What follows belongs to an exercise in optimizing a design on an open flow for small area, a short achievable clock period and few clock cycles; a production flow would make more cautious choices.
RTL that was checked went through simulation tests only; none was proved equivalent to the original.
No functional check of the RTL was part of runs 1 and 2.
Power figures rest on the tool's default switching activity, not on a simulated workload.

==> design/flow/design.v <==
`timescale 1 ns / 1 ps
module freqcalccore_v1_0_S00_AXI #
	(
		parameter integer FHT_B = 7,
		parameter integer FHT_N = 2 ** FHT_B,
		parameter IDLE = 3'b000,
		parameter PRELOAD = 3'b001,
		parameter PREMULT_1 = 3'b010,
		parameter PREMULT_2 = 3'b011,
		parameter ACCUMULATION = 3'b100,
		parameter SQUARING = 3'b101,
		parameter CONVERSION = 3'b110,
		parameter FIND_MAX = 3'b111,
		parameter integer PDM_DIV = 2,
		parameter integer SAMPLE_DIV = 256,
		parameter integer C_S_AXI_DATA_WIDTH	= 32,
		parameter integer C_S_AXI_ADDR_WIDTH	= 4
	)
	(
		input wire pdm_data,
		output wire pdm_clk,
		output wire pdm_lrsel,
		output wire led0,
		output wire led1,
		input wire  S_AXI_ACLK,
		input wire  S_AXI_ARESETN,
		input wire [C_S_AXI_ADDR_WIDTH-1 : 0] S_AXI_AWADDR,
		input wire [2 : 0] S_AXI_AWPROT,
		input wire  S_AXI_AWVALID,
		output wire  S_AXI_AWREADY,
		input wire [C_S_AXI_DATA_WIDTH-1 : 0] S_AXI_WDATA,
		input wire [(C_S_AXI_DATA_WIDTH/8)-1 : 0] S_AXI_WSTRB,
		input wire  S_AXI_WVALID,
		output wire  S_AXI_WREADY,
		output wire [1 : 0] S_AXI_BRESP,
		output wire  S_AXI_BVALID,
		input wire  S_AXI_BREADY,
		input wire [C_S_AXI_ADDR_WIDTH-1 : 0] S_AXI_ARADDR,
		input wire [2 : 0] S_AXI_ARPROT,
		input wire  S_AXI_ARVALID,
		output wire  S_AXI_ARREADY,
		output wire [C_S_AXI_DATA_WIDTH-1 : 0] S_AXI_RDATA,
		output wire [1 : 0] S_AXI_RRESP,
		output wire  S_AXI_RVALID,
		input wire  S_AXI_RREADY
	);
    localparam [767:0] CLS_TBL = 768'hf7df7cf3cf3cefbefbebaebae78e37db5d75d34cf2cb1c2eb6db6db6cb2cb2baebaa9a69a289e79e69a59648e38a181f7de79e79e75d75d71c71b6db69a6596185d7595513491400000000000000000000000000000000000000000000000000;
    localparam [1151:0] THR_TBL = 1152'h6eefdccff777fdeeff7fdfe3fff9fffebfffbbfff9fffffffffffffffffffffffffffffffffffffffffffffffffffff9fffbbffebfff9fffe3fff7fdfdeeff777fdccff6eefdab7f66cfd8abd5e9f16a3b567e949b84e5d92935463d118b3421c90871420c50830420c10830420c10830420c50871421c918b3463d129354e5d949b8567e96a3b5e9f18abd66cfdab7f;
    function [16:0] sq9;
        input [8:0] a;
        begin
            sq9 = 17'({(a[0] & a[8]), (a[0] & a[7]), (a[0] & a[6]), (a[0] & a[5]), (a[0] & a[4]), (a[0] & a[3]), (a[0] & a[2]), (a[0] & a[1]), 1'b0, a[0]})
                + 17'({(a[1] & a[8]), (a[1] & a[7]), (a[1] & a[6]), (a[1] & a[5]), (a[1] & a[4]), (a[1] & a[3]), (a[1] & a[2]), 1'b0, a[1], 1'b0, 1'b0})
                + 17'({(a[2] & a[8]), (a[2] & a[7]), (a[2] & a[6]), (a[2] & a[5]), (a[2] & a[4]), (a[2] & a[3]), 1'b0, a[2], 1'b0, 1'b0, 1'b0, 1'b0})
                + 17'({(a[3] & a[8]), (a[3] & a[7]), (a[3] & a[6]), (a[3] & a[5]), (a[3] & a[4]), 1'b0, a[3], 1'b0, 1'b0, 1'b0, 1'b0, 1'b0, 1'b0})
                + 17'({(a[4] & a[8]), (a[4] & a[7]), (a[4] & a[6]), (a[4] & a[5]), 1'b0, a[4], 1'b0, 1'b0, 1'b0, 1'b0, 1'b0, 1'b0, 1'b0, 1'b0})
                + 17'({(a[5] & a[8]), (a[5] & a[7]), (a[5] & a[6]), 1'b0, a[5], 1'b0, 1'b0, 1'b0, 1'b0, 1'b0, 1'b0, 1'b0, 1'b0, 1'b0, 1'b0})
                + 17'({(a[6] & a[8]), (a[6] & a[7]), 1'b0, a[6], 1'b0, 1'b0, 1'b0, 1'b0, 1'b0, 1'b0, 1'b0, 1'b0, 1'b0, 1'b0, 1'b0, 1'b0})
                + 17'({(a[7] & a[8]), 1'b0, a[7], 1'b0, 1'b0, 1'b0, 1'b0, 1'b0, 1'b0, 1'b0, 1'b0, 1'b0, 1'b0, 1'b0, 1'b0, 1'b0, 1'b0})
                + 17'({a[8], 1'b0, 1'b0, 1'b0, 1'b0, 1'b0, 1'b0, 1'b0, 1'b0, 1'b0, 1'b0, 1'b0, 1'b0, 1'b0, 1'b0, 1'b0, 1'b0});
        end
    endfunction
    function ge6;
        input [5:0] a;
        input [5:0] b;
        integer n;
        reg r;
        begin
            r = 1'b1;
            for (n = 0; n < 6; n = n + 1)
                r = (a[n] & ~b[n]) | (~(a[n] ^ b[n]) & r);
            ge6 = r;
        end
    endfunction
    wire clk = S_AXI_ACLK;
    wire rstn = S_AXI_ARESETN;
    reg bvalid, rvalid;
    reg [1:0] raddr;
    reg [5:0] out_k;         
    reg [17:0] out_amp;      
    reg [5:0] cache_k;       
    reg [17:0] cache_amp;
    wire wr_hs = S_AXI_AWVALID & S_AXI_WVALID & ~bvalid;
    wire rd_hs = S_AXI_ARVALID & ~rvalid;
    wire wr_nz = (S_AXI_WSTRB[0] & (|S_AXI_WDATA[7:0])) | (S_AXI_WSTRB[1] & (|S_AXI_WDATA[15:8])) |
                 (S_AXI_WSTRB[2] & (|S_AXI_WDATA[23:16])) | (S_AXI_WSTRB[3] & (|S_AXI_WDATA[31:24]));
    wire start = wr_hs & (S_AXI_AWADDR[3:2] == 2'd3) & wr_nz;
    assign S_AXI_AWREADY = ~bvalid;
    assign S_AXI_WREADY  = ~bvalid;
    assign S_AXI_BVALID  = bvalid;
    assign S_AXI_BRESP   = 2'b00;
    assign S_AXI_ARREADY = ~rvalid;
    assign S_AXI_RVALID  = rvalid;
    assign S_AXI_RRESP   = 2'b00;
    assign S_AXI_RDATA   = (raddr == 2'd1) ? {23'd0, out_k, 3'd0} :
                           (raddr == 2'd2) ? {14'd0, out_amp} : 32'd0;
    always @(posedge clk) begin
        if (!rstn) begin
            bvalid <= 1'b0;
            rvalid <= 1'b0;
            out_k <= 6'd0;
            out_amp <= 18'd0;
        end else begin
            if (wr_hs) bvalid <= 1'b1;
            else if (S_AXI_BREADY) bvalid <= 1'b0;
            if (rd_hs) rvalid <= 1'b1;
            else if (S_AXI_RREADY) rvalid <= 1'b0;
            if (start) begin
                out_k <= cache_k;
                out_amp <= cache_amp;
            end
        end
    end
    always @(posedge clk) if (rd_hs) raddr <= S_AXI_ARADDR[3:2];
    reg [7:0] cnt;           
    reg [6:0] acc;           
    wire bnd = (cnt == 8'd255);
    assign pdm_clk = ~cnt[0];
    assign led0 = ~cnt[0];
    assign led1 = pdm_data;
    assign pdm_lrsel = 1'b0;
    always @(posedge clk) begin
        if (!rstn) cnt <= 8'd0;
        else cnt <= cnt + 8'd1;
        if (cnt[0]) acc <= bnd ? 7'd0 : acc + {6'd0, pdm_data};
    end
    reg [767:0] ring;
    reg [5:0] hold;
    reg pending, clr;
    reg [6:0] ptr;
    wire ins = pending & (ptr[3:0] == 4'd15);
    wire [6:0] ptr1 = ptr + 7'd1;
    wire [2:0] wsel = ins ? ptr1[6:4] : ptr[6:4];
    always @(posedge clk) begin
        if (!rstn) begin
            pending <= 1'b0;
            clr <= 1'b0;
            ptr <= 7'd0;
        end else begin
            clr <= ins;
            if (bnd) pending <= 1'b1;
            else if (ins) pending <= 1'b0;
            if (!clr) ptr <= ptr1;
        end
        if (bnd) hold <= CLS_TBL[6*acc +: 6];
    end
    genvar gq;
    generate
        for (gq = 0; gq < 128; gq = gq + 1) begin : g_ring
            if ((gq % 16) == 0) begin : g_ins
                wire here = (ins | clr) & (wsel == (gq / 16));
                always @(posedge clk)
                    ring[6*gq +: 6] <= here ? (ins ? hold : 6'd0) : ring[6*((gq + 127) % 128) +: 6];
            end else begin : g_sh
                always @(posedge clk)
                    ring[6*gq +: 6] <= ring[6*((gq + 127) % 128) +: 6];
            end
        end
    endgenerate
    localparam [167:0] TPL = 168'hddafd77cdcf17fbcf2d576a908805b2c4988d4e14f;
    localparam [95:0] REG2 = 96'hefdecfb7ab642058139a89dc;
    localparam [23:0] FIRSTR2 = 24'h3c401c;
    reg run_i;
    reg [4:0] s_i;
    reg [3:0] d_i;
    wire [6:0] ptr3 = ptr + 7'd3;
    wire go = ~run_i & ~pending & ~clr & (cnt >= 8'd14) & (cnt <= 8'd40) & (ptr3[2:0] == 3'd0);
    wire wrap_i = (s_i == 5'd23);
    wire last_i = (d_i == 4'd9) & (s_i == 5'd9);
    always @(posedge clk) begin
        if (!rstn) begin
            run_i <= 1'b0;
            s_i <= 5'd0;
            d_i <= 4'd0;
        end else if (go) begin
            run_i <= 1'b1;
            s_i <= 5'd1;
            d_i <= 4'd0;
        end else if (run_i) begin
            if (last_i) run_i <= 1'b0;
            s_i <= wrap_i ? 5'd0 : s_i + 5'd1;
            if (wrap_i) d_i <= d_i + 4'd1;
        end
    end
    wire [4:0] s_n = go ? 5'd0 : s_i;
    wire [3:0] d_n = go ? 4'd0 : d_i;
    wire [6:0] tpl = TPL[7*s_n +: 7];
    wire [2:0] ty_n = tpl[6:4];
    wire [6:0] b7 = {3'd0, d_n};
    reg [6:0] xb;
    always @(*) begin
        case (ty_n)
            3'd0, 3'd2, 3'd4: xb = b7;                   
            3'd1:    xb = 7'd1 - b7;                      
            3'd3:    xb = 7'd16 + b7;                     
            3'd5:    xb = 7'd0 - b7;                      
            3'd6:    xb = 7'd16 - b7;                     
            default: xb = 7'd48 + b7;                     
        endcase
    end
    wire item_n = (run_i | go) & (d_n != 4'd9);
    reg [6:0] xb_x;
    reg lag_x;
    always @(posedge clk) begin
        xb_x <= xb;
        lag_x <= tpl[0];
    end
    reg [6:0] jx_r, x_r;
    reg lag_r;
    wire [6:0] ptr2 = ptr + 7'd2;
    always @(posedge clk) begin
        jx_r <= (ptr2 - {6'd0, lag_x}) * xb_x;
        x_r <= xb_x;
        lag_r <= lag_x;
    end
    reg [27:0] m_r;
    reg [1:0] x2_s;
    reg lag_s;
    genvar gu, gk;
    generate
        for (gu = 0; gu < 4; gu = gu + 1) begin : g_m
            wire [3:0] ux = gu * x_r[3:0];
            always @(posedge clk) m_r[7*gu +: 7] <= jx_r - {ux, 3'b000};
        end
    endgenerate
    always @(posedge clk) begin
        x2_s <= x_r[1:0];
        lag_s <= lag_r;
    end
    reg [47:0] t_r;
    generate
        for (gu = 0; gu < 4; gu = gu + 1) begin : g_t
            wire [6:0] m0 = m_r[7*gu +: 7];
            wire [5:0] m32 = m0[5:0] + 6'd32;
            wire [17:0] th0 = THR_TBL[18*m0[5:0] +: 18];
            wire [17:0] th1 = THR_TBL[18*m32 +: 18];
            wire [17:0] tho = x2_s[0] ? th1 : th0;
            for (gk = 0; gk < 4; gk = gk + 1) begin : g_k
                wire [1:0] kx = gk * x2_s;
                wire [6:0] mk = m0 - {kx, 5'b00000};
                wire ng = (mk >= 7'd49) && (mk <= 7'd111);
                wire [17:0] th = (gk % 2 == 1) ? tho : th0;
                wire [5:0] xa = lag_s ? ring[6*(8*gu+32*gk+1) +: 6] : ring[6*(8*gu+32*gk) +: 6];
                wire a1 = ge6(xa, th[17:12]), a2 = ge6(xa, th[11:6]), a3 = ge6(xa, th[5:0]);
                wire [1:0] fa = {a2, (a1 & ~a2) | a3};
                always @(posedge clk)
                    t_r[3*(gu+4*gk) +: 3] <= {1'b0, fa} ^ {3{ng}};    
            end
        end
    endgenerate
    reg it_s0, it_s1, it_e1, it_e2, it_e3;
    reg run_s0, run_s1, run_e1;
    reg go_s0, go_s1;
    reg [4:0] s_e1;
    reg [3:0] d_e1;
    always @(posedge clk) begin
        if (!rstn) begin
            it_s0 <= 1'b0; it_s1 <= 1'b0; it_e1 <= 1'b0; it_e2 <= 1'b0; it_e3 <= 1'b0;
            run_s0 <= 1'b0; run_s1 <= 1'b0; run_e1 <= 1'b0;
            go_s0 <= 1'b0; go_s1 <= 1'b0;
        end else begin
            it_s0 <= item_n; it_s1 <= it_s0; it_e1 <= it_s1; it_e2 <= it_e1; it_e3 <= it_e2;
            run_s0 <= run_i | go; run_s1 <= run_s0; run_e1 <= run_s1;
            go_s0 <= go; go_s1 <= go_s0;
        end
        if (go_s1) begin
            s_e1 <= 5'd0;
            d_e1 <= 4'd0;
        end else if (s_e1 == 5'd23) begin
            s_e1 <= 5'd0;
            d_e1 <= d_e1 + 4'd1;
        end else begin
            s_e1 <= s_e1 + 5'd1;
        end
    end
    integer i;
    reg signed [6:0] vsum;
    always @(*) begin
        vsum = 7'sd0;
        for (i = 0; i < 16; i = i + 1)
            vsum = vsum + {{4{t_r[3*i+2]}}, t_r[3*i +: 3]} + {6'd0, t_r[3*i+2]};
    end
    reg signed [6:0] vsum_r;
    always @(posedge clk) vsum_r <= vsum;
    wire [3:0] rg3 = REG2[4*s_e1 +: 4];
    wire first3 = FIRSTR2[s_e1];
    wire signed [7:0] vx = {vsum_r[6], vsum_r};
    reg signed [6:0] iu0, iu4, iw0, iw4, itb2, itb6, itc2, itc6;
    reg signed [7:0] pb, qb, pm, qm, pc, qc, pd, qd;
    reg signed [7:0] acc_in;
    always @(*) begin
        case (rg3[2:0])
            3'd0: acc_in = pb;
            3'd1: acc_in = qb;
            3'd2: acc_in = pm;
            3'd3: acc_in = qm;
            3'd4: acc_in = pc;
            3'd5: acc_in = qc;
            3'd6: acc_in = pd;
            default: acc_in = qd;
        endcase
    end
    wire signed [7:0] acc_out = (first3 ? 8'sd0 : acc_in) + vx;
    always @(posedge clk) begin
        if (it_e3) begin
            case (rg3)
                4'd0: iu0 <= vsum_r;
                4'd1: iu4 <= vsum_r;
                4'd2: iw0 <= vsum_r;
                4'd3: iw4 <= vsum_r;
                4'd4: itb2 <= vsum_r;
                4'd5: itb6 <= vsum_r;
                4'd6: itc2 <= vsum_r;
                4'd7: itc6 <= vsum_r;
                4'd8: pb <= acc_out;
                4'd9: qb <= acc_out;
                4'd10: pm <= acc_out;
                4'd11: qm <= acc_out;
                4'd12: pc <= acc_out;
                4'd13: qc <= acc_out;
                4'd14: pd <= acc_out;
                default: qd <= acc_out;
            endcase
        end
    end
    reg signed [8:0] c_o1, c_o33, c_t2c, c_o17, c_t2b, c_o113;
    always @(posedge clk) begin
        if (run_e1) begin
            if (s_e1 == 5'd18) c_o1 <= pm + qm;
            if (s_e1 == 5'd20) c_o33 <= pb - qb;
            if (s_e1 == 5'd20) c_t2c <= itc2 - itc6;
            if (s_e1 == 5'd2) c_o17 <= pc + qc;
            if (s_e1 == 5'd6) c_t2b <= itb2 - itb6;
            if (s_e1 == 5'd6) c_o113 <= pd - qd;
        end
    end
    reg [2:0] pp_n;
    always @(*) begin
        case (s_e1)
            5'd12: pp_n = 3'd1;
            5'd17: pp_n = 3'd2;
            5'd19: pp_n = 3'd3;
            5'd23: pp_n = 3'd4;
            5'd1: pp_n = 3'd5;
            5'd3: pp_n = 3'd6;
            5'd5: pp_n = 3'd7;
            default: pp_n = 3'd0;
        endcase
    end
    wire [3:0] d_nx = (s_e1 == 5'd23) ? d_e1 + 4'd1 : d_e1;
    wire [3:0] own = pp_n[2] ? (d_nx - 4'd1) : d_nx;    
    wire [5:0] b6 = {2'd0, own};
    reg [5:0] k_n;
    always @(*) begin
        case (pp_n)
            3'd1: k_n = 6'd0 - b6;
            3'd2: k_n = b6 + 6'd31;
            3'd3: k_n = 6'd32 - b6;
            3'd4: k_n = b6 + 6'd47;
            3'd5: k_n = 6'd16 - b6;
            3'd6: k_n = b6 + 6'd15;
            default: k_n = 6'd48 - b6;
        endcase
    end
    wire v_n = run_s1 & ~go_s1 & (pp_n != 3'd0) & (own >= ((pp_n == 3'd1) ? 4'd2 : 4'd1)) & (own <= 4'd8);
    reg [2:0] pp;
    reg pair_e1;
    reg [5:0] k_p;
    always @(posedge clk) begin
        if (!rstn) begin
            pp <= 3'd0;
            pair_e1 <= 1'b0;
        end else begin
            pp <= pp_n;
            pair_e1 <= v_n;
        end
        k_p <= k_n;
    end
    wire bp = pp[2];
    wire [6:0] op_t2 = bp ? itc2 : itb2;
    wire [6:0] op_t6 = bp ? itc6 : itb6;
    wire [8:0] op_tt = bp ? c_t2b : c_t2c;
    reg [7:0] op_p, op_q;
    reg [8:0] op_c;
    reg nu, nt, np, nq, nt2, nc;
    always @(*) begin
        nu = bp;
        case (pp)
            3'd1: begin op_p = pb; op_q = qb; op_c = c_o1;   nt = 1'b0; np = 1'b1; nq = 1'b1; nt2 = 1'b0; nc = 1'b1; end
            3'd2: begin op_p = pm; op_q = qm; op_c = c_o33;  nt = 1'b1; np = 1'b0; nq = 1'b1; nt2 = 1'b1; nc = 1'b1; end
            3'd3: begin op_p = pm; op_q = qm; op_c = c_o33;  nt = 1'b1; np = 1'b1; nq = 1'b0; nt2 = 1'b1; nc = 1'b0; end
            3'd4: begin op_p = pd; op_q = qd; op_c = c_o17;  nt = 1'b1; np = 1'b0; nq = 1'b0; nt2 = 1'b0; nc = 1'b1; end
            3'd5: begin op_p = pd; op_q = qd; op_c = c_o17;  nt = 1'b1; np = 1'b1; nq = 1'b1; nt2 = 1'b0; nc = 1'b0; end
            3'd6: begin op_p = pc; op_q = qc; op_c = c_o113; nt = 1'b0; np = 1'b0; nq = 1'b1; nt2 = 1'b1; nc = 1'b0; end
            3'd7: begin op_p = pc; op_q = qc; op_c = c_o113; nt = 1'b0; np = 1'b1; nq = 1'b0; nt2 = 1'b1; nc = 1'b1; end
            default: begin op_p = pb; op_q = qb; op_c = c_o1; nt = 1'b0; np = 1'b0; nq = 1'b0; nt2 = 1'b0; nc = 1'b0; end
        endcase
    end
    wire [9:0] e_u0 = {{3{iu0[6]}}, iu0};
    wire [9:0] e_u4 = {{3{iu4[6]}}, iu4} ^ {10{nu}};
    wire [9:0] e_t2 = {{3{op_t2[6]}}, op_t2} ^ {10{nt}};
    wire [9:0] e_t6 = {{3{op_t6[6]}}, op_t6} ^ {10{nt}};
    wire [9:0] e_p = {{2{op_p[7]}}, op_p} ^ {10{np}};
    wire [9:0] e_q = {{2{op_q[7]}}, op_q} ^ {10{nq}};
    wire [9:0] e_w0 = {{3{iw0[6]}}, iw0};
    wire [9:0] e_w4 = {{3{iw4[6]}}, iw4} ^ {10{nu}};
    wire [9:0] e_tt = {op_tt[8], op_tt} ^ {10{nt2}};
    wire [9:0] e_c = {op_c[8], op_c} ^ {10{nc}};
    wire [2:0] one1 = {2'd0, nu} + {1'b0, nt, 1'b0} + {2'd0, np} + {2'd0, nq};
    wire [1:0] one2 = {1'b0, nu} + {1'b0, nt2} + {1'b0, nc};
    wire [9:0] bin1 = e_u0 + e_u4 + e_t2 + e_t6 + e_p + e_q + {7'd0, one1};
    wire [9:0] bin2 = e_w0 + e_w4 + e_tt + e_c + {8'd0, one2};
    reg [9:0] b1_r, b2_r;
    reg [5:0] k1_r;
    reg v1_r;
    always @(posedge clk) begin
        if (!rstn) v1_r <= 1'b0;
        else v1_r <= pair_e1;
        if (pair_e1) begin
            b1_r <= bin1;
            b2_r <= bin2;
            k1_r <= k_p;
        end
    end
    reg va_r, vq_r, vp_r;
    always @(posedge clk) begin
        if (!rstn) begin
            va_r <= 1'b0;
            vq_r <= 1'b0;
            vp_r <= 1'b0;
        end else begin
            va_r <= v1_r;
            vq_r <= va_r;
            vp_r <= vq_r;
        end
    end
    wire [9:0] bq = va_r ? b2_r : b1_r;
    wire [8:0] cq = bq[8:0] ^ {9{bq[9]}};
    wire [16:0] sq = sq9(cq) + (bq[9] ? {7'd0, cq, 1'b1} : 17'd0);
    reg [16:0] sqa_r, sqb_r;
    reg [17:0] p0_r;
    reg signed [10:0] s_r;
    reg [5:0] k2_r;
    always @(posedge clk) begin
        if (v1_r) sqa_r <= sq;
        if (va_r) begin
            sqb_r <= sq;
            s_r <= {b1_r[9], b1_r} + {b2_r[9], b2_r};
            k2_r <= k1_r;
        end
        if (vq_r) p0_r <= {1'b0, sqa_r} + {1'b0, sqb_r};
    end
    wire v2_r = vp_r;
    wire [17:0] s2 = {{6{s_r[10]}}, s_r, 1'b0};
    wire [17:0] s4 = {{5{s_r[10]}}, s_r, 2'b00};
    wire [53:0] pd3 = {p0_r + s4 + 18'd8, p0_r + s2 + 18'd2, p0_r};
    reg [53:0] mx;
    reg [17:0] mk;
    wire clr_cand = go;
    genvar gd;
    generate
        for (gd = 0; gd < 3; gd = gd + 1) begin : g_c
            wire [17:0] pv = pd3[18*gd +: 18];
            wire [17:0] mv = mx[18*gd +: 18];
            wire [5:0] kv = mk[6*gd +: 6];
            wire better = {pv, ~k2_r} > {mv, ~kv};    
            always @(posedge clk) begin
                if (clr_cand) begin
                    mx[18*gd +: 18] <= 18'd0;
                    mk[6*gd +: 6] <= 6'd0;
                end else if (v2_r & better) begin
                    mx[18*gd +: 18] <= pv;
                    mk[6*gd +: 6] <= k2_r;
                end
            end
        end
    endgenerate
    wire [1:0] dsel = (acc >= 7'd91) ? 2'd2 : (acc >= 7'd46) ? 2'd1 : 2'd0;
    always @(posedge clk) begin
        if (bnd) begin
            cache_k <= mk[6*dsel +: 6];
            cache_amp <= mx[18*dsel +: 18];
        end
    end
endmodule
==> design/flow/flow/run.sh <==
#!/bin/bash
# Own layout flow: the standard flow (standard.sh, unchanged synthesis), with repair_timing
# aiming at a tighter setup margin so that the layout's reg-to-reg and port paths come out
# shorter; clock tree synthesis with larger sink clusters and without dummy balancing loads;
# and the port buffers (every port still gets one) made of buf_2 cells.  The clock period and
# the constraints are the design's (constraint.sdc).
set -euo pipefail
MARGIN=$(cat flow/margin.txt 2>/dev/null || echo 6)
CTS="-sink_clustering_enable -repair_clock_nets -dont_use_dummy_load -sink_clustering_size 18 -sink_clustering_max_diameter 60 -buf_list sky130_fd_sc_hd__clkbuf_8"
bash standard.sh SETUP_SLACK_MARGIN=$MARGIN TNS_END_PERCENT=100 "CTS_ARGS=$CTS" "BUFFER_PORTS_ARGS=-buffer_cell sky130_fd_sc_hd__buf_2" finish > standard_make.log 2>&1
==> design/flow/flow/margin.txt <==
6.8
==> design/flow/standard.sh <==
#!/bin/bash
# synth_recipe.tcl (not shown) runs the flow's synth.tcl, then flattens the netlist and writes it again
# the make line also repeats each setting of config.mk as NAME=value (left out here)
make -C /OpenROAD-flow-scripts/flow DESIGN_CONFIG=/design/flow/config.mk WORK_HOME=/design/flow/orfs CLKGATE_MAP_FILE= SYNTH_SCRIPT=/design/flow/synth_recipe.tcl "${@:-finish}"
==> design/flow/config.mk <==
export PLATFORM = sky130hd
export DESIGN_NAME = freqcalccore_v1_0_S00_AXI
export DESIGN_NICKNAME = freqcalccore_v1_0_S00_AXI
export VERILOG_FILES = /design/flow/design.v
export SDC_FILE = /design/flow/constraint.sdc
export NUM_CORES = 8
export LEC_CHECK = 0
export ABC_AREA = 1
export CAP_MARGIN = 20
export CORE_MARGIN = 2
export CORE_UTILIZATION = 50
export CTS_BUF_LIST = sky130_fd_sc_hd__clkbuf_8
export PLACE_DENSITY = 0.75
export SLEW_MARGIN = 20
==> design/flow/constraint.sdc <==
create_clock -name core_clock -period 12.0 [get_ports {S_AXI_ACLK}]
set_input_delay 2.4000 -clock core_clock [delete_from_list [all_inputs] [get_ports {S_AXI_ACLK}]]
set_output_delay 2.4000 -clock core_clock [all_outputs]
set_load 0.01 [all_outputs]
==> notes.md, run 1 <==
* Synth Instances at 6210
* Clock period minus worst slack at 5.05 ns
* Crit path max-delay family: buffers and inverters
* RSZ-0062 raised after global routing: yes
* Clock power frac at 15.4%
* Critical Path End: led1
* Critical Path Stages at 2
* Achievable frequency at 198 MHz
* Max Cap Viol at 0
* Tightest Pin Transition at 1.23 ns
* Initial DRC Count at 3603
* CORE AREA at 0.118 mm2
* TritonCTS clock tree: yes
* Final Hold Fails at 0
* Die height at 350 um
* Pwr dens at 206 mW/mm2
* Final setup fails at 0
* Crit path top cell by count: buf_2
* Most common cell in the synthesized netlist: nand2_1
* R2R depth at 25
* Root buffer cell: clkbuf_8
* Status: finished clean
* Initial Util at 50.6%
* Final nets at 7068
* Drt wl/cell at 17.4 um
* Final Skew at 0.0950 ns
* Slew HR at 17.8%
* Layout cells sized above 1 at 6.65%
* Period Utilization, post-route at 42.1%
* Buffers & Inverters on Critical Path at 2
* Sequential fraction of design power at 39.3%
* Worst R2R Start: pp[2]
* Largest net degree at the start of global routing at 75
* Die Wd at 350 um
* Most used DFF post-synth: dfxtp_1
* Post-DR vias/cell at 5.14
* Place WS at 5.83 ns
* Post-synth top cells: 1175 x nand2_1, 1021 x dfxtp_1, 898 x inv_1
* CTS max path bufs at 3
* First-pass GRT wire length at 214 mm
* Post-synthesis area per instance at 9.64 um2
* CP startpoint kind: input port
* Critical Path Sink Type: primary output
* Hold Path Class: reg -> reg
* Worst R2R End: b1_r[9]
* RD Place Congestion at 0.975
* EDFF count, synth at 304
* WP data required at 9.60 ns
* CP max FO at 2
* Synth async-reset ratio at 0%
* Synth cell types at 68
* Final ANT Viol Nets at 0
* Mapped Area at 0.0599 mm2
* Post-synth top area share at 34.1%
* Flop2flop setup slack at 6.97 ns
* Slowest Stage Delay on Critical Path at 0.14 ns
* Comb pwr share at 45.3%
* Pre-antenna DRT Iters at 7
* Pint at 8.40 mW
* WL final at 138 mm
* Leakage at 29.5 nW
* Critical setup path kind: in -> out
* Syn. warnings at 1
* Final WS setup at 6.95 ns
* Initial antenna violation count at 3
* Synth Register Bits at 1325
* Critical Path Start: pdm_data
* Max-slew violations at 0
* Arr. time, crit path at 2.65 ns
* Total die area at 0.123 mm2
* IO Pins at 103
* Setup TNS at 0 ns
* Clock latency at the later pin of the worst-skew pair at 0.81 ns
* Slowest cell on the critical path: buf_2
* Global-route usage over all layers at 22.4%
* Vias at 40700
* H-tree depth at 3
* Vias in the first global route at 39300
* GR Overflow Total at 0
* Fin util at 53.9%
* Area Overhead vs Synth at 6.62%
* Rows at 126
* Yosys top cell by area: dfxtp_1
* Clk slew on worst S/H paths at 0.10 ns
* I/O Buffers at 73
* Crit-path cells: buf_2 > buf_2
* DRC at 0
* Clock Sink Count at 1325
* Switch share at 36.1%
* Top cells by area, synth: dfxtp_1 34%, edfxtp_1 15%, ha_1 11%
* TritonCTS Buffers at 100
* Peak supply drop at 0.704 mV
* Register area share after synthesis at 49.4%
* Post-detail-place hpwl at 107 mm
* Fillers at 10400
* NetSw at 4.76 mW
==> placed cells by master (no fill, tap or decap), drive strengths merged, types with 9 or more instances in the layout <==
cell type  netlist  routed
clkbuf          97     102
nand3          182     182
fa             157     157
nand4           27      27
o21ai          457     457
o21bai          31      31
a211oi          22      22
xnor2           86      86
o22ai           52      52
o211ai          17      17
nor3            32      32
a21oi          277     277
dfxtp         1021    1021
or2             13      13
edfxtp         304     304
a22oi            9       9
buf             58     123
o2111ai          9       9
a21boi          22      22
mux2i           21      21
xor2           196     196
conb             1      19
ha             548     548
a221oi           9       9
nor2           309     309
nand2         1184    1185
inv            916     910
mux2            80      80
a31oi           18      18
==> how the worst min path moves through the flow <==
| stage | startpoint | endpoint | slack (ns) | cells after the start |
|---|---|---|---|---|
| floorplan | lag_r | lag_s | 0.31 | 0 |
| global placement | ring[447] | ring[453] | 0.31 | 0 |
| detailed placement | ring[524] | ring[530] | 0.31 | 0 |
| CTS | ring[593] | ring[599] | 0.26 | 0 |
| global route | ring[455] | ring[461] | 0.27 | 0 |
| finish | ring[593] | ring[599] | 0.26 | 0 |
==> power groups by stage <==
stage / logic [mW] / clock network [mW] / registers [mW]
floorplan: 4.39 / 0 / 5.24
global placement: 5.31 / 0 / 5.26
detailed placement: 5.50 / 0 / 5.26
CTS: 5.57 / 2.10 / 5.17
global route: 6.81 / 2.25 / 5.18
finish: 5.96 / 2.03 / 5.17
==> metrics by stage <==
stage	hold WS, ns	power, mW	instance area (um2)	cells
after floorplan	0.310	9.63	59900	6228
after global placement	0.310	10.6	61900	7781
after detailed placement	0.312	10.8	61900	7781
after CTS	0.258	12.8	63500	7892
after global routing	0.272	14.2	63800	7905
final	0.263	13.2	63800	7908
==> sequential cells by signal (all words and copies together), names as in the netlist, 16 cells and up <==
name	count
ring	768
mx	54
sqa_r	16
mk	18
m_r	17
out_amp	18
p0_r	18
sqb_r	16
t_r	48
cache_amp	18
==> what timing repair did <==
action	CTS	global route
pin swaps	1	10
buffers inserted	8	7
cloned	3	4
hold buffers	0	0
resized for setup	23	52
endpoints found under the setup margin	45	23
==> layout make-up <==
cell class / count / area (um2) / area share [%]
multi-input combinational: 3827 / 26400 / 41.4
clock buffer: 100 / 1380 / 2.16
sequential: 1325 / 29600 / 46.4
timing repair inverter: 1 / 5.00 / 0.00784
tap: 1600 / 2000 / 3.14
inverter: 922 / 3490 / 5.47
timing repair buffer: 128 / 930 / 1.46
antenna: 5 / 12.5 / 0.0196
==> cell families after synthesis <==
group | Yosys count | synth area share (%)
muxes | 101 | 1.88
other | 1 | 0.00626
DFF | 1325 | 49.4
buffers and inverters | 1077 | 7.00
xor gates and xnor gates | 282 | 4.20
and+or+nand+nor | 1765 | 11.9
adders and majority gates | 705 | 16.7
AOI/OAI and AO/OA | 954 | 8.90
==> routing by layer <==
layer | vias to the layer above | track usage, % | wire length, um
li1 | 20200 | - | -
met1 | 19100 | 31.2 | 63200
met2 | 1156 | 36.1 | 62300
met3 | 219 | 3.14 | 8320
met4 | 0 | 7.34 | 4200
met5 | - | 0 | 0
==> run 2, diff against run 1 <==
==> design/flow/flow/margin.txt (replaced) <==
6.95
==> notes.md, run 2 <==
* Clock period minus worst slack at 5.04 ns (was 5.05 ns)
* H-tree depth at 3 (unchanged)
* Status: finished clean (unchanged)
* Xor and xnor area share after synthesis at 4.20% (unchanged)
* I/O Buffers at 73 (unchanged)
* Leakage at 29.7 nW (was 29.5 nW)
* EDFF count, synth at 304 (unchanged)
* Yosys top cell by area: dfxtp_1 (unchanged)
* Die height at 350 um (unchanged)
* Vias in the first global route at 39500 (was 39300)
* Final setup fails at 0 (unchanged)
* Clock latency at the later pin of the worst-skew pair at 0.83 ns (was 0.81 ns)
* Synth cell types at 68 (unchanged)
* Clock Sink Count at 1325 (unchanged)
* Top Registers: ring x768, mx x54, t_r x48 (unchanged)
* CORE AREA at 0.118 mm2 (unchanged)
* Mapped Area at 0.0599 mm2 (unchanged)
* Pre-antenna DRT Iters at 6 (was 7)
* Most frequent cells in the layout: 1172 x nand2_1, 1013 x dfxtp_1, 891 x inv_1 (was 1172 x nand2_1, 1014 x dfxtp_1, 892 x inv_1)
* Achievable frequency at 199 MHz (was 198 MHz)
* Sequential fraction of design power at 37.7% (was 39.3%)
* Post-DR vias/cell at 5.14 (about the same)
* Max Cap Viol at 0 (unchanged)
* Number of flip-flops in the largest register at 768 (unchanged)
* Total die area at 0.123 mm2 (unchanged)
* Slowest Stage Delay on Critical Path at 0.13 ns (was 0.14 ns)
* Global-route usage over all layers at 22.6% (was 22.4%)
* Period Utilization, post-route at 42.0% (was 42.1%)
* Vias at 40700 (about the same)
* Most common cell after layout, fill and taps aside: nand2_1 (unchanged)
* Tightest Pin Transition at 1.09 ns (was 1.23 ns)
* Fillers at 10300 (was 10400)
* DRC at 0 (unchanged)
* Setup TNS at 0 ns (unchanged)
* Crit path top cell by count: buf_2 (unchanged)
* Multiplexer area fraction after synthesis at 1.88% (unchanged)
* Switch share at 36.6% (was 36.1%)
* Rows at 126 (unchanged)
* Final nets at 7097 (was 7068)
* Place WS at 5.71 ns (was 5.83 ns)
* First-pass GRT wire length at 215 mm (was 214 mm)
* Post-detail-place hpwl at 107 mm (about the same)
* Synth Instances at 6210 (unchanged)
* Pwr dens at 213 mW/mm2 (was 206 mW/mm2)
* Slowest cell on the critical path: buf_2 (unchanged)
* Pint at 8.68 mW (was 8.40 mW)
* Most common cell in the synthesized netlist: nand2_1 (unchanged)
* TritonCTS Buffers at 103 (was 100)
* Most used DFF post-synth: dfxtp_1 (unchanged)
* Initial Util at 50.6% (unchanged)
* Compound-Gate Fraction of Synth Area at 8.90% (unchanged)
* Synth async-reset ratio at 0% (unchanged)
* Arr. time, crit path at 2.64 ns (was 2.65 ns)
* WP data required at 9.60 ns (about the same)
* Root buffer cell: clkbuf_8 (unchanged)
* Drt wl/cell at 17.6 um (was 17.4 um)
* Final WS setup at 6.96 ns (was 6.95 ns)
* Post-synth top area share at 34.1% (unchanged)
* Die Wd at 350 um (unchanged)
* Max-slew violations at 0 (unchanged)
* Post-synth top cells: 1175 x nand2_1, 1021 x dfxtp_1, 898 x inv_1 (unchanged)
* TritonCTS clock tree: yes (unchanged)
* CP startpoint kind: input port (unchanged)
* Crit path max-delay family: buffers and inverters (unchanged)
* Adder-cell share of the synthesized area at 16.7% (unchanged)
* CTS max path bufs at 3 (unchanged)
* Post-synthesis simple-gate area fraction at 11.9% (unchanged)
* CP max FO at 2 (unchanged)
* IO Pins at 103 (unchanged)
* Slew HR at 27.3% (was 17.8%)
* Area Overhead vs Synth at 7.25% (was 6.62%)
* Register area share after synthesis at 49.4% (unchanged)
* NetSw at 5.00 mW (was 4.76 mW)
* Final Skew at 0.104 ns (was 0.0950 ns)
* RSZ-0062 raised after global routing: yes (unchanged)
* Peak supply drop at 0.696 mV (was 0.704 mV)
* Comb pwr share at 47.0% (was 45.3%)
* Critical Path Sink Type: primary output (unchanged)
* Clk slew on worst S/H paths at 0.10 ns (about the same)
* Top cells by area, synth: dfxtp_1 34%, edfxtp_1 15%, ha_1 11% (unchanged)
* FF/Latch Area at 0.0296 mm2 (about the same)
* Critical setup path kind: in -> out (unchanged)
* Biggest register: ring (unchanged)
* Hold Path Class: reg -> reg (unchanged)
* Final Hold Fails at 0 (unchanged)
* Min Hold Slack at 0.259 ns (was 0.263 ns)
* Post-synthesis area per instance at 9.64 um2 (unchanged)
* Initial DRC Count at 3312 (was 3603)
* Largest net degree at the start of global routing at 75 (unchanged)
* Area of the multi-input gates at 0.0266 mm2 (was 0.0264 mm2)
* Final ANT Viol Nets at 0 (unchanged)
* Initial antenna violation count at 3 (unchanged)
* Crit-path cells: buf_2 > buf_2 (unchanged)
* Synth Register Bits at 1325 (unchanged)
* GR Overflow Total at 0 (unchanged)
* Syn. warnings at 1 (unchanged)
* RD Place Congestion at 0.991 (was 0.975)
* Largest family of logic cells by synthesized area: adder cells (unchanged)
* Clock power frac at 15.3% (was 15.4%)
* Buffers & Inverters on Critical Path at 2 (unchanged)
* Layout cells sized above 1 at 7.36% (was 6.65%)
* WL final at 140 mm (was 138 mm)
-- run 2: cell counts after synthesis --
No cell type changed its count.
-- run 2: logic make-up after synthesis --
family                     after synthesis
DFF                                   1325
buffers and inverters                 1077
adders and majority gates              705
other                                    1
and+or+nand+nor                       1765
muxes                                  101
xor gates and xnor gates               282
AOI/OAI and AO/OA                      954
-- run 2: worst paths after layout --
kind	from	to	slack (ns)	cells after the start
hold / removal	ring[37]	ring[43]	0.26	0
hold reg to reg	ring[37]	ring[43]	0.26	0
setup reg to reg	t_r[11]	vsum_r[5]	7.13	16
setup / recovery	pdm_data	led1	6.96	2
-- run 2: metal layers --
layer	track usage, %	wire, um
met5	0	0
met2	35.7	62000
met1	31.0	63300
met3	4.00	9240
met4	8.60	5250
-- run 2: timing repair --
item / CTS / global route
setup buffers: 6 / 37
hold buffers: 0 / 0
pin swaps: 3 / 21
gates cloned: 3 / 1
endpoints found under the setup margin: 25 / 77
resized for setup: 31 / 70
-- run 2: stage by stage --
step	util (%)	total power, mW	instances	cell area [um2]
global route	54.2	14.8	7933	64200
global placement	52.3	10.6	7782	61900
detailed placement	52.3	10.8	7782	61900
floorplan	-	9.63	6228	59900
CTS	53.7	13.0	7894	63500
finish	54.2	13.7	7933	64200
-- run 2: final cells by class --
class | instances | area share [%]
Antenna cell | 1 | 0.00390
Clock buffer | 103 | 2.21
Inverter | 922 | 5.45
Multi-Input combinational cell | 3826 | 41.4
Sequential cell | 1325 | 46.1
Tap cell | 1600 | 3.12
Timing Repair Buffer | 156 | 1.79
-- run 2: power groups by stage --
stage | Sequential [mW] | Clock, mW | Combinational [mW]
floorplan | 5.24 | 0 | 4.39
global placement | 5.26 | 0 | 5.32
detailed placement | 5.27 | 0 | 5.50
CTS | 5.17 | 2.15 | 5.68
global route | 5.17 | 2.31 | 7.28
finish | 5.16 | 2.09 | 6.43
==> run 3, diff against run 2 <==
--- a/design/flow/design.v
+++ b/design/flow/design.v
@@ -158,8 +158,8 @@
         end
     endgenerate
     localparam [167:0] TPL = 168'hddafd77cdcf17fbcf2d576a908805b2c4988d4e14f;
-    localparam [95:0] REG2 = 96'hefdecfb7ab642058139a89dc;
-    localparam [23:0] FIRSTR2 = 24'h3c401c;
+    localparam [95:0] REG3 = 96'hecfb7ab642058139a89dcefd;
+    localparam [23:0] FIRSTR3 = 24'he200e1;
     reg run_i;
     reg [4:0] s_i;
     reg [3:0] d_i;
@@ -250,27 +250,13 @@
     endgenerate
     reg it_s0, it_s1, it_e1, it_e2, it_e3;
     reg run_s0, run_s1, run_e1;
-    reg go_s0, go_s1;
-    reg [4:0] s_e1;
-    reg [3:0] d_e1;
     always @(posedge clk) begin
         if (!rstn) begin
             it_s0 <= 1'b0; it_s1 <= 1'b0; it_e1 <= 1'b0; it_e2 <= 1'b0; it_e3 <= 1'b0;
             run_s0 <= 1'b0; run_s1 <= 1'b0; run_e1 <= 1'b0;
-            go_s0 <= 1'b0; go_s1 <= 1'b0;
         end else begin
             it_s0 <= item_n; it_s1 <= it_s0; it_e1 <= it_s1; it_e2 <= it_e1; it_e3 <= it_e2;
             run_s0 <= run_i | go; run_s1 <= run_s0; run_e1 <= run_s1;
-            go_s0 <= go; go_s1 <= go_s0;
-        end
-        if (go_s1) begin
-            s_e1 <= 5'd0;
-            d_e1 <= 4'd0;
-        end else if (s_e1 == 5'd23) begin
-            s_e1 <= 5'd0;
-            d_e1 <= d_e1 + 4'd1;
-        end else begin
-            s_e1 <= s_e1 + 5'd1;
         end
     end
     integer i;
@@ -282,8 +268,8 @@
     end
     reg signed [6:0] vsum_r;
     always @(posedge clk) vsum_r <= vsum;
-    wire [3:0] rg3 = REG2[4*s_e1 +: 4];
-    wire first3 = FIRSTR2[s_e1];
+    wire [3:0] rg3 = REG3[4*s_i +: 4];
+    wire first3 = FIRSTR3[s_i];
     wire signed [7:0] vx = {vsum_r[6], vsum_r};
     reg signed [6:0] iu0, iu4, iw0, iw4, itb2, itb6, itc2, itc6;
     reg signed [7:0] pb, qb, pm, qm, pc, qc, pd, qd;
@@ -326,29 +312,28 @@
     reg signed [8:0] c_o1, c_o33, c_t2c, c_o17, c_t2b, c_o113;
     always @(posedge clk) begin
         if (run_e1) begin
-            if (s_e1 == 5'd18) c_o1 <= pm + qm;
-            if (s_e1 == 5'd20) c_o33 <= pb - qb;
-            if (s_e1 == 5'd20) c_t2c <= itc2 - itc6;
-            if (s_e1 == 5'd2) c_o17 <= pc + qc;
-            if (s_e1 == 5'd6) c_t2b <= itb2 - itb6;
-            if (s_e1 == 5'd6) c_o113 <= pd - qd;
+            if (s_i == 5'd21) c_o1 <= pm + qm;
+            if (s_i == 5'd23) c_o33 <= pb - qb;
+            if (s_i == 5'd23) c_t2c <= itc2 - itc6;
+            if (s_i == 5'd5) c_o17 <= pc + qc;
+            if (s_i == 5'd9) c_t2b <= itb2 - itb6;
+            if (s_i == 5'd9) c_o113 <= pd - qd;
         end
     end
     reg [2:0] pp_n;
     always @(*) begin
-        case (s_e1)
-            5'd12: pp_n = 3'd1;
-            5'd17: pp_n = 3'd2;
-            5'd19: pp_n = 3'd3;
-            5'd23: pp_n = 3'd4;
-            5'd1: pp_n = 3'd5;
-            5'd3: pp_n = 3'd6;
-            5'd5: pp_n = 3'd7;
+        case (s_i)
+            5'd15: pp_n = 3'd1;
+            5'd20: pp_n = 3'd2;
+            5'd22: pp_n = 3'd3;
+            5'd2: pp_n = 3'd4;
+            5'd4: pp_n = 3'd5;
+            5'd6: pp_n = 3'd6;
+            5'd8: pp_n = 3'd7;
             default: pp_n = 3'd0;
         endcase
     end
-    wire [3:0] d_nx = (s_e1 == 5'd23) ? d_e1 + 4'd1 : d_e1;
-    wire [3:0] own = pp_n[2] ? (d_nx - 4'd1) : d_nx;    
+    wire [3:0] own = pp_n[2] ? (d_i - 4'd1) : d_i;    
     wire [5:0] b6 = {2'd0, own};
     reg [5:0] k_n;
     always @(*) begin
@@ -362,7 +347,7 @@
             default: k_n = 6'd48 - b6;
         endcase
     end
-    wire v_n = run_s1 & ~go_s1 & (pp_n != 3'd0) & (own >= ((pp_n == 3'd1) ? 4'd2 : 4'd1)) & (own <= 4'd8);
+    wire v_n = run_s1 & (pp_n != 3'd0) & (own >= ((pp_n == 3'd1) ? 4'd2 : 4'd1)) & (own <= 4'd8);
     reg [2:0] pp;
     reg pair_e1;
     reg [5:0] k_p;
==> design/flow/flow/margin.txt (replaced) <==
6.8
==> notes.md, run 3 <==
* IO Pins at 103 (unchanged)
* Peak supply drop at 0.0810 mV (was 0.696 mV)
* Final nets at 7021 (was 7097)
* Synth Instances at 6178 (was 6210)
* R2R depth at 20 (was 16)
* Most used DFF post-synth: dfxtp_1 (unchanged)
* Root buffer cell: clkbuf_8 (unchanged)
* Initial Util at 50.5% (was 50.6%)
* Hold Path Class: reg -> reg (unchanged)
* Most common cell after layout, fill and taps aside: nand2_1 (unchanged)
* Final Skew at 0.130 ns (was 0.104 ns)
* Post-detail-place hpwl at 107 mm (about the same)
* Clock period minus worst slack at 5.15 ns (was 5.04 ns)
* Post-synthesis area per instance at 9.65 um2 (was 9.64 um2)
* Final ANT Viol Nets at 0 (unchanged)
* Place WS at 5.87 ns (was 5.71 ns)
* Leakage at 29.3 nW (was 29.7 nW)
* Achievable frequency at 194 MHz (was 199 MHz)
* Worst R2R Start: pp[1] (was t_r[11])
* Hold Startpoint: ring[82] (was ring[37])
* Arr. time, crit path at 2.75 ns (was 2.64 ns)
* GR Overflow Total at 0 (unchanged)
* Period Utilization, post-route at 42.9% (was 42.0%)
* Clock latency at the later pin of the worst-skew pair at 0.81 ns (was 0.83 ns)
* Setup TNS at 0 ns (unchanged)
* Most common cell in the synthesized netlist: nand2_1 (unchanged)
* Rows at 126 (unchanged)
* Synth async-reset ratio at 0% (unchanged)
* Global-route usage over all layers at 22.7% (was 22.6%)
* H-tree depth at 3 (unchanged)
* RD Place Congestion at 0.956 (was 0.991)
* Area Overhead vs Synth at 6.25% (was 7.25%)
* WHS Path Cells at 0 (unchanged)
* Pre-antenna DRT Iters at 6 (unchanged)
* Drt wl/cell at 17.9 um (was 17.6 um)
* Post-synth top area share at 33.9% (was 34.1%)
* TritonCTS Buffers at 102 (was 103)
* Clk slew on worst S/H paths at 0.10 ns (about the same)
* Most frequent cells in the layout: 1177 x nand2_1, 1003 x dfxtp_1, 886 x inv_1 (was 1172 x nand2_1, 1013 x dfxtp_1, 891 x inv_1)
* Min Hold Slack at 0.229 ns (was 0.259 ns)
* Critical Path Sink Type: primary output (unchanged)
* TritonCTS clock tree: yes (unchanged)
* Post-synth top cells: 1180 x nand2_1, 1010 x dfxtp_1, 891 x inv_1 (was 1175 x nand2_1, 1021 x dfxtp_1, 898 x inv_1)
* I/O Buffers at 73 (unchanged)
* Largest net degree at the start of global routing at 65 (was 75)
* DRC at 0 (unchanged)
* CP startpoint kind: input port (unchanged)
* Die Wd at 349 um (was 350 um)
* RSZ-0062 raised after global routing: no (was yes)
* Final Hold Fails at 0 (unchanged)
* Tightest Pin Transition at 1.13 ns (was 1.09 ns)
* Slowest Stage Delay on Critical Path at 0.18 ns (was 0.13 ns)
* EDFF count, synth at 304 (unchanged)
* Buffers & Inverters on Critical Path at 2 (unchanged)
* Worst Hold Path EP: ring[88] (was ring[43])
* Initial DRC Count at 2857 (was 3312)
* Critical setup path kind: in -> out (unchanged)
* Flop2flop setup slack at 7.03 ns (was 7.13 ns)
* Top Registers: ring x768, mx x54, t_r x48 (unchanged)
* Slowest cell on the critical path: buf_2 (unchanged)
* Initial antenna violation count at 6 (was 3)
* Crit path top cell by count: buf_2 (unchanged)
* CP max FO at 2 (unchanged)
* Final std cells w/o fill at 7801 (was 7933)
* Die height at 349 um (was 350 um)
* Register area share after synthesis at 49.2% (was 49.4%)
* Vias at 40500 (was 40700)
* Max Cap Viol at 0 (unchanged)
* Vias in the first global route at 40000 (was 39500)
* Worst R2R End: b1_r[9] (was vsum_r[5])
* Slew HR at 24.2% (was 27.3%)
* Clock Sink Count at 1314 (was 1325)
* Crit path max-delay family: buffers and inverters (unchanged)
* WL final at 140 mm (about the same)
* Top cells by area, synth: dfxtp_1 34%, edfxtp_1 15%, ha_1 11% (unchanged)
* Status: finished clean (unchanged)
* First-pass GRT wire length at 216 mm (was 215 mm)
* Final setup fails at 0 (unchanged)
* Crit-path cells: buf_2 > buf_2 (unchanged)
* Critical Path Start: pdm_data (unchanged)
* Number of flip-flops in the largest register at 768 (unchanged)
* Layout cells sized above 1 at 6.77% (was 7.36%)
* Synth cell types at 76 (was 68)
* Max-slew violations at 0 (unchanged)
* Biggest register: ring (unchanged)
* Cell count after placement at 7676 (was 7782)
* Total die area at 0.122 mm2 (was 0.123 mm2)
* Synth Register Bits at 1314 (was 1325)
* Mapped Area at 0.0596 mm2 (was 0.0599 mm2)
* Post-DR vias/cell at 5.19 (was 5.14)
* CORE AREA at 0.118 mm2 (about the same)
* Pwr dens at 106 mW/mm2 (was 213 mW/mm2)
* CTS max path bufs at 3 (unchanged)
* Yosys top cell by area: dfxtp_1 (unchanged)
* Final WS setup at 6.85 ns (was 6.96 ns)
* Syn. warnings at 1 (unchanged)
* WP data required at 9.60 ns (about the same)
-- run 3: cell types whose count changed after synthesis, sizes merged, moves of 7 or more --
cell	previous run	this run
inv	916	901
o21ai	457	438
buf	58	66
dfxtp	1021	1010
o211ai	17	38
nand3	182	193
nor2	309	287
mux2	80	90
a21oi	277	290
o22ai	52	41
nand4	27	34
a211oi	22	14
-- run 3: power breakdown --
| group | switching, mW | internal (mW) | total (mW) | leakage [nW] |
|---|---|---|---|---|
| clock network | 1.30 | 0.756 | 2.06 | 0.733 |
| logic | 0.0767 | 0.0414 | 0.118 | 17.7 |
| registers | 0.0113 | 4.52 | 4.53 | 10.9 |
-- run 3: how the worst max path moves through the flow --
stage | endpoint | slack (ns) | cells after the start
floorplan | sqa_r[15] | 6.93 | 21
global placement | b1_r[9] | 5.92 | 25
detailed placement | b1_r[9] | 5.87 | 25
CTS | b1_r[9] | 6.78 | 23
global route | b1_r[8] | 6.72 | 24
finish | led1 | 6.85 | 2
-- run 3: metrics by stage --
stage,utilization (%),instance area (um2),power [mW]
6_report,53.6,63300,6.70
4_1_cts,53.3,63000,6.77
3_5_place_dp,52.1,61500,4.75
3_3_place_gp,52.1,61500,4.74
5_1_grt,53.6,63300,6.94
2_1_floorplan,-,59700,4.71
-- run 3: logic make-up after synthesis --
family,Yosys count,synth area share [%]
buffers and inverters,1072,6.99
AOI/OAI and AO/OA,935,8.77
adders and majority gates,700,16.7
DFF,1314,49.2
other,1,0.00629
and+or+nand+nor,1768,12.1
xor gates and xnor gates,278,4.21
muxes,110,2.04
-- run 3: cell type report --
type,instances,area [um2]
Antenna cell,4,10.0
Clock buffer,102,1400
Fill cell,10300,54800
Inverter,907,3420
Multi-Input combinational cell,3810,26400
Sequential cell,1314,29400
Tap cell,1536,1920
Timing Repair Buffer,128,831
-- run 3: layer usage --
metal / share of wire [%] / wire length, um / track usage [%] / up-vias
met3: 5.2 / 7200 / 2.69 / 243
met2: 49 / 68100 / 39.7 / 1034
met1: 43 / 59400 / 29.0 / 19100
met5: 0 / 0 / 0 / -
met4: 3.5 / 4900 / 7.84 / 0
li1: - / - / - / 20100
-- run 3: what timing repair did --
action,4_1_cts,5_1_grt
cloned,0,3
buffers inserted,6,10
hold buffers,0,0
setup endpoints to repair,43,70
hold endpoints to repair,0,0
pin swaps,0,11
resized for setup,15,48
Testbench counts of run 3, summed over its fixed seeds: cycles 180.
==> run 4, diff against run 3 <==
==> design/flow/flow/margin.txt (replaced) <==
6.95
==> notes.md, run 4 <==
* Status: finished clean (unchanged)
* WP data required at 9.60 ns (about the same)
* Initial DRC Count at 3218 (was 2857)
* Crit-path cells: buf_6 > buf_6 (was buf_2 > buf_2)
* First-pass GRT wire length at 219 mm (was 216 mm)
* CP max FO at 2 (unchanged)
* Fillers at 10200 (was 10300)
* TritonCTS Buffers at 107 (was 102)
* TritonCTS clock tree: yes (unchanged)
* Final Power at 6.75 mW (was 6.70 mW)
* EDFF count, synth at 304 (unchanged)
* Leakage at 29.4 nW (was 29.3 nW)
* CP startpoint kind: input port (unchanged)
* Area Overhead vs Synth at 6.90% (was 6.25%)
* Peak supply drop at 0.111 mV (was 0.0810 mV)
* Register area share after synthesis at 49.2% (unchanged)
* RSZ-0062 raised after global routing: no (unchanged)
* Post-synthesis area per instance at 9.65 um2 (unchanged)
* Clock latency at the later pin of the worst-skew pair at 0.83 ns (was 0.81 ns)
* Period Utilization, post-route at 42.0% (was 42.9%)
* DRC at 0 (unchanged)
* Tightest Pin Transition at 1.12 ns (was 1.13 ns)
* CORE AREA at 0.118 mm2 (unchanged)
* H-tree depth at 3 (unchanged)
* Rows at 126 (unchanged)
* I/O Buffers at 73 (unchanged)
* Most common cell after layout, fill and taps aside: nand2_1 (unchanged)
* FF/Latch Area at 0.0294 mm2 (about the same)
* Biggest register: ring (unchanged)
* Post-DR vias/cell at 5.23 (was 5.19)
* Number of flip-flops in the largest register at 768 (unchanged)
* Sequential fraction of design power at 67.0% (was 67.6%)
* Crit path top cell by count: buf_6 (was buf_2)
* Clock power frac at 31.2% (was 30.7%)
* Largest net degree at the start of global routing at 65 (unchanged)
* Vias at 40900 (was 40500)
* Post-route cell area at 0.0637 mm2 (was 0.0633 mm2)
* Syn. warnings at 1 (unchanged)
* Top Registers: ring x768, mx x54, t_r x48 (unchanged)
* Pwr dens at 106 mW/mm2 (about the same)
* WL final at 142 mm (was 140 mm)
* Mapped Area at 0.0596 mm2 (unchanged)
* Area of the multi-input gates at 0.0265 mm2 (was 0.0264 mm2)
* Critical setup path kind: in -> out (unchanged)
* Total die area at 0.122 mm2 (unchanged)
* Initial antenna violation count at 2 (was 6)
* CTS max path bufs at 3 (unchanged)
* IO Pins at 103 (unchanged)
* Final nets at 7038 (was 7021)
* Clk slew on worst S/H paths at 0.10 ns (about the same)
* Crit path max-delay family: buffers and inverters (unchanged)
* Yosys top cell by area: dfxtp_1 (unchanged)
* Critical Path Sink Type: primary output (unchanged)
* Synth Instances at 6178 (unchanged)
* Buffers & Inverters on Critical Path at 2 (unchanged)
* WHS Path Cells at 0 (unchanged)
* Switch share at 20.8% (was 20.7%)
* Comb pwr share at 1.7% (was 1.8%)
* Synth async-reset ratio at 0% (unchanged)
* RD Place Congestion at 0.970 (was 0.956)
* Final Skew at 0.166 ns (was 0.130 ns)
* Root buffer cell: clkbuf_8 (unchanged)
* Hold Path Class: reg -> reg (unchanged)
* Slew HR at 24.3% (was 24.2%)
* Layout cells sized above 1 at 7.66% (was 6.77%)
* Critical Path Stages at 2 (unchanged)
* GR Overflow Total at 0 (unchanged)
* Achievable frequency at 199 MHz (was 194 MHz)
* Top cells by area, synth: dfxtp_1 34%, edfxtp_1 15%, ha_1 11% (unchanged)
* NetSw at 1.40 mW (was 1.39 mW)
* Post-synth top cells: 1180 x nand2_1, 1010 x dfxtp_1, 891 x inv_1 (unchanged)
* Slowest Stage Delay on Critical Path at 0.12 ns (was 0.18 ns)
* Clock Sink Count at 1314 (unchanged)
* Min Hold Slack at 0.227 ns (was 0.229 ns)
* Synth Register Bits at 1314 (unchanged)
* Global-route usage over all layers at 23.0% (was 22.7%)
* Final Hold Fails at 0 (unchanged)
* R2R depth at 23 (was 20)
* Most common cell in the synthesized netlist: nand2_1 (unchanged)
* Post-detail-place hpwl at 107 mm (about the same)
* Hold Startpoint: ring[653] (was ring[82])
* Post-synth top area share at 33.9% (unchanged)
* Max Cap Viol at 0 (unchanged)
* Most used DFF post-synth: dfxtp_1 (unchanged)
* Clock period minus worst slack at 5.04 ns (was 5.15 ns)
* Pint at 5.35 mW (was 5.31 mW)
* Initial Util at 50.5% (unchanged)
* Vias in the first global route at 40200 (was 40000)
* Die Wd at 349 um (unchanged)
* Slowest cell on the critical path: buf_6 (was buf_2)
* Placed Area at 0.0615 mm2 (about the same)
* Max-slew violations at 0 (unchanged)
* Synth cell types at 76 (unchanged)
* Pre-antenna DRT Iters at 6 (unchanged)
* Setup TNS at 0 ns (unchanged)
* Critical Path Start: pdm_data (unchanged)
* Drt wl/cell at 18.1 um (was 17.9 um)
* Final ANT Viol Nets at 0 (unchanged)
* Arr. time, crit path at 2.64 ns (was 2.75 ns)
* Final setup fails at 0 (unchanged)
* Worst R2R Start: pp[1] (unchanged)
* Die height at 349 um (unchanged)
* Most frequent cells in the layout: 1176 x nand2_1, 997 x dfxtp_1, 881 x inv_1 (was 1177 x nand2_1, 1003 x dfxtp_1, 886 x inv_1)
## run 4: cell counts after synthesis
No cell type changed its count.
## run 4: power by group through the flow
stage                     clock network [mW]  logic [mW]  registers (mW)
after global routing                    2.33       0.132            4.53
after detailed placement                   0       0.116            4.63
after CTS                               2.16       0.118            4.53
after global placement                     0       0.114            4.63
after floorplan                            0      0.0865            4.62
final                                   2.11       0.117            4.53
## run 4: cells by family after synthesis
logic type,Yosys count,share of synthesized area [%]
compound gates,935,8.77
xor+xnor,278,4.21
fa+ha+maj,700,16.7
buf+inv,1072,6.99
flops,1314,49.2
mux,110,2.04
other cells,1,0.00629
simple gates,1768,12.1
## run 4: path summary, 6_finish.rpt
kind                                  end  slack (ns)
worst min-delay path            ring[659]        0.23
worst max-delay path                 led1        6.96
worst max register to register    b1_r[9]        7.05
worst min register to register  ring[659]        0.23
## run 4: worst reg2reg max path: stages, from the launching register on
cell and delay [ns]:
dfxtp_4 0.39, buf_12 0.17, nor2_4 0.13, buf_6 0.11, clkinvlp_4 0.20, buf_6 0.22
buf_4 0.15, o22ai_1 0.11, a21oi_1 0.06, nand2_1 0.12, xor2_1 0.15, inv_1 0.08
fa_1 0.53, inv_1 0.06, fa_1 0.46, fa_1 0.55, inv_1 0.07, ha_4 0.28
inv_1 0.08, o31ai_4 0.27, nand2_1 0.11, a21oi_2 0.14, nor2_2 0.06, xor2_1 0.15
## run 4: metal layers
metal,global-route usage (%),routed length (um),up-vias
met5,0,0,-
met4,8.24,5060,0
met3,3.12,7540,287
met2,39.6,68400,1113
met1,29.6,60700,19400
li1,-,-,20100
## run 4: cell type report
cell class	count	share of cell area, %
Tap cell	1536	3.02
Timing Repair Buffer	140	1.58
Antenna cell	3	0.0118
Clock buffer	107	2.31
Inverter	907	5.36
Multi-Input combinational cell	3810	41.6
Sequential cell	1314	46.1
## run 4: stage by stage
| step | util [%] | std cells | worst slack, ns |
|---|---|---|---|
| floorplan | - | 6196 | 7.03 |
| global placement | 52.1 | 7680 | 6.45 |
| finish | 54.0 | 7817 | 6.96 |
| CTS | 53.5 | 7796 | 6.95 |
| detailed placement | 52.1 | 7680 | 6.36 |
| global route | 53.9 | 7815 | 6.90 |
## run 4: repair_timing
item / 4_1_cts / 5_1_grt
cloned: 1 / 3
endpoints found under the hold margin: 0 / 0
resized for setup: 37 / 81
hold buffers: 0 / 0
buffers inserted: 8 / 15
endpoints found under the setup margin: 46 / 61
pin swaps: 9 / 37
==> run 5, diff against run 4 <==
--- a/design/flow/flow/run.sh
+++ b/design/flow/flow/run.sh
@@ -6,5 +6,5 @@
 # the constraints are the design's (constraint.sdc).
 set -euo pipefail
 MARGIN=$(cat flow/margin.txt 2>/dev/null || echo 6)
-CTS="-sink_clustering_enable -repair_clock_nets -dont_use_dummy_load -sink_clustering_size 18 -sink_clustering_max_diameter 60 -buf_list sky130_fd_sc_hd__clkbuf_8"
+CTS="-sink_clustering_enable -repair_clock_nets -dont_use_dummy_load -sink_clustering_size 30 -sink_clustering_max_diameter 80 -sink_clustering_buffer sky130_fd_sc_hd__clkbuf_16 -buf_list sky130_fd_sc_hd__clkbuf_8"
 bash standard.sh SETUP_SLACK_MARGIN=$MARGIN TNS_END_PERCENT=100 "CTS_ARGS=$CTS" "BUFFER_PORTS_ARGS=-buffer_cell sky130_fd_sc_hd__buf_2" finish > standard_make.log 2>&1
==> notes.md, run 5 <==
* Final std cells w/o fill at 7783 (was 7817)
* Final Skew at 0.107 ns (was 0.166 ns)
* Synth cell types at 76 (unchanged)
* RSZ-0062 raised after global routing: no (unchanged)
* Slew HR at 25.1% (was 24.3%)
* Biggest register: ring (unchanged)
* Critical Path Sink Type: primary output (unchanged)
* Layout cells sized above 1 at 7.21% (was 7.66%)
* Peak supply drop at 0.143 mV (was 0.111 mV)
* RD Place Congestion at 0.970 (unchanged)
* Most common cell in the synthesized netlist: nand2_1 (unchanged)
* Clock Sink Count at 1314 (unchanged)
* Final ANT Viol Nets at 0 (unchanged)
* Crit path top cell by count: buf_6 (unchanged)
* IO Pins at 103 (unchanged)
* Syn. warnings at 1 (unchanged)
* Vias at 40800 (was 40900)
* Final nets at 7004 (was 7038)
* Total die area at 0.122 mm2 (unchanged)
* Setup TNS at 0 ns (unchanged)
* Initial DRC Count at 3125 (was 3218)
* CP max FO at 2 (unchanged)
* TritonCTS Buffers at 60 (was 107)
* Pwr dens at 106 mW/mm2 (about the same)
* WL final at 142 mm (about the same)
* CORE AREA at 0.118 mm2 (unchanged)
* Most frequent cells in the layout: 1178 x nand2_1, 989 x dfxtp_1, 878 x inv_1 (was 1176 x nand2_1, 997 x dfxtp_1, 881 x inv_1)
* Rows at 126 (unchanged)
* Root buffer cell: clkbuf_8 (unchanged)
* Final setup fails at 0 (unchanged)
* Die height at 349 um (unchanged)
* CTS max path bufs at 3 (unchanged)
* Final Hold Fails at 0 (unchanged)
* H-tree depth at 2 (was 3)
* Max-slew violations at 0 (unchanged)
* EDFF count, synth at 304 (unchanged)
* Global-route usage over all layers at 23.0% (about the same)
* Vias in the first global route at 39800 (was 40200)
* Max Cap Viol at 0 (unchanged)
* Post-synthesis area per instance at 9.65 um2 (unchanged)
* Drt wl/cell at 18.2 um (was 18.1 um)
* Status: finished clean (unchanged)
* Top cells by area, synth: dfxtp_1 34%, edfxtp_1 15%, ha_1 11% (unchanged)
* Mapped Area at 0.0596 mm2 (unchanged)
* Most common cell after layout, fill and taps aside: nand2_1 (unchanged)
* Most used DFF post-synth: dfxtp_1 (unchanged)
* Post-synth top cells: 1180 x nand2_1, 1010 x dfxtp_1, 891 x inv_1 (unchanged)
* Post-CTS Hold Fix Bufs at 0 (unchanged)
* Synth Register Bits at 1314 (unchanged)
* Clock latency at the later pin of the worst-skew pair at 0.89 ns (was 0.83 ns)
* Clock period minus worst slack at 5.04 ns (about the same)
* Initial antenna violation count at 3 (was 2)
* Post-DR vias/cell at 5.24 (was 5.23)
* Slowest cell on the critical path: buf_6 (unchanged)
* Hold Path Class: reg -> reg (unchanged)
* WP data required at 9.60 ns (about the same)
* Yosys top cell by area: dfxtp_1 (unchanged)
* Initial Util at 50.5% (unchanged)
* Top Registers: ring x768, mx x54, t_r x48 (unchanged)
* Cell count after placement at 7680 (unchanged)
* TritonCTS clock tree: yes (unchanged)
* Area Overhead vs Synth at 7.01% (was 6.90%)
* DRC at 0 (unchanged)
* GR Overflow Total at 0 (unchanged)
* Register area share after synthesis at 49.2% (unchanged)
* Post-detail-place hpwl at 107 mm (unchanged)
* I/O Buffers at 73 (unchanged)
* Tightest Pin Transition at 1.11 ns (was 1.12 ns)
* Synth Instances at 6178 (unchanged)
* Flop2flop setup slack at 7.03 ns (was 7.05 ns)
* Critical setup path kind: in -> out (unchanged)
* Buffers & Inverters on Critical Path at 2 (unchanged)
* Die Wd at 349 um (unchanged)
* Synth async-reset ratio at 0% (unchanged)
* First-pass GRT wire length at 218 mm (was 219 mm)
* Arr. time, crit path at 2.64 ns (about the same)
* Period Utilization, post-route at 42.0% (about the same)
* Post-synth top area share at 33.9% (unchanged)
* Leakage at 29.4 nW (about the same)
* CP startpoint kind: input port (unchanged)
* Achievable frequency at 198 MHz (was 199 MHz)
* Largest net degree at the start of global routing at 65 (unchanged)
* Number of flip-flops in the largest register at 768 (unchanged)
* Crit path max-delay family: buffers and inverters (unchanged)
* Pre-antenna DRT Iters at 7 (was 6)
* Clk slew on worst S/H paths at 0.11 ns (was 0.10 ns)
* Crit-path cells: buf_6 > buf_6 (unchanged)
* Slowest Stage Delay on Critical Path at 0.12 ns (about the same)
* Fillers at 10200 (about the same)
## run 5: cell types whose count changed in the layout (fill, tap and decap cells not counted), moves of 8 or more
cell,previous run,this run
clkbuf_8,107,5
dfxtp_2,8,16
dfxtp_1,997,989
buf_4,54,64
clkbuf_16,3,57
## run 5: power by group
| group | switching [mW] | leakage (nW) | internal (mW) |
|---|---|---|---|
| clock | 1.30 | 0.714 | 0.843 |
| sequential | 0.0111 | 10.9 | 4.52 |
| combinational | 0.0758 | 17.8 | 0.0419 |
| total | 1.38 | 29.4 | 5.40 |
## run 5: path summary, 6_finish.rpt
check | startpoint | end | cells after the start
worst max register to register | pp[2] | b1_r[9] | 24
worst min-delay path | ring[447] | ring[453] | 0
worst min register to register | ring[447] | ring[453] | 0
worst max-delay path | pdm_data | led1 | 2
## run 5: layout make-up
class	count	area (um2)	area share [%]
flip-flops and latches	1314	29400	46.1
repair buffers	153	1130	1.77
well taps	1536	1920	3.01
multi-input cells	3810	26500	41.5
diodes	3	7.51	0.0118
clock buffers	60	1450	2.27
inverters	907	3420	5.36
## run 5: logic make-up after synthesis
family | after synthesis | synth area share (%)
flip-flops | 1314 | 49.2
XOR/XNOR | 278 | 4.21
buffers and inverters | 1072 | 6.99
adder cells (fa/ha/maj) | 700 | 16.7
other | 1 | 0.00629
multiplexers | 110 | 2.04
AND/OR/NAND/NOR | 1768 | 12.1
AO/OA/AOI/OAI | 935 | 8.77
## run 5: per-stage QoR
step	total power [mW]	util, %	hold slack [ns]	worst slack (ns)	area (um2)
global route	6.99	54.0	0.218	6.85	63800
CTS	6.83	53.5	0.221	6.95	63200
finish	6.78	54.0	0.223	6.96	63800
floorplan	4.71	-	0.310	7.03	59700
detailed placement	4.75	52.1	0.312	6.36	61500
global placement	4.74	52.1	0.310	6.45	61500
## run 5: layer usage
| layer | part of all wire, % | track usage, % | vias up |
|---|---|---|---|
| met4 | 3.5 | 7.99 | 2 |
| met5 | 0.011 | 0 | - |
| met2 | 48 | 39.8 | 1032 |
| li1 | - | - | 20100 |
| met3 | 5.2 | 2.63 | 249 |
| met1 | 43 | 29.8 | 19400 |
## run 5: what timing repair did
item	in CTS	in global routing
endpoints found under the setup margin	44	61
gates resized for setup	39	82
cloned	2	2
hold endpoints to repair	0	0
pin swaps	9	58
setup buffers	7	29

Setup slack of run 5, layout unchanged: 6.960 ns with ideal ports, 6.929 ns with driving cells assumed (clock clkbuf_16, inputs buf_2), 6.929 ns with port delays also shifted by the 0.909 ns mid clock arrival.
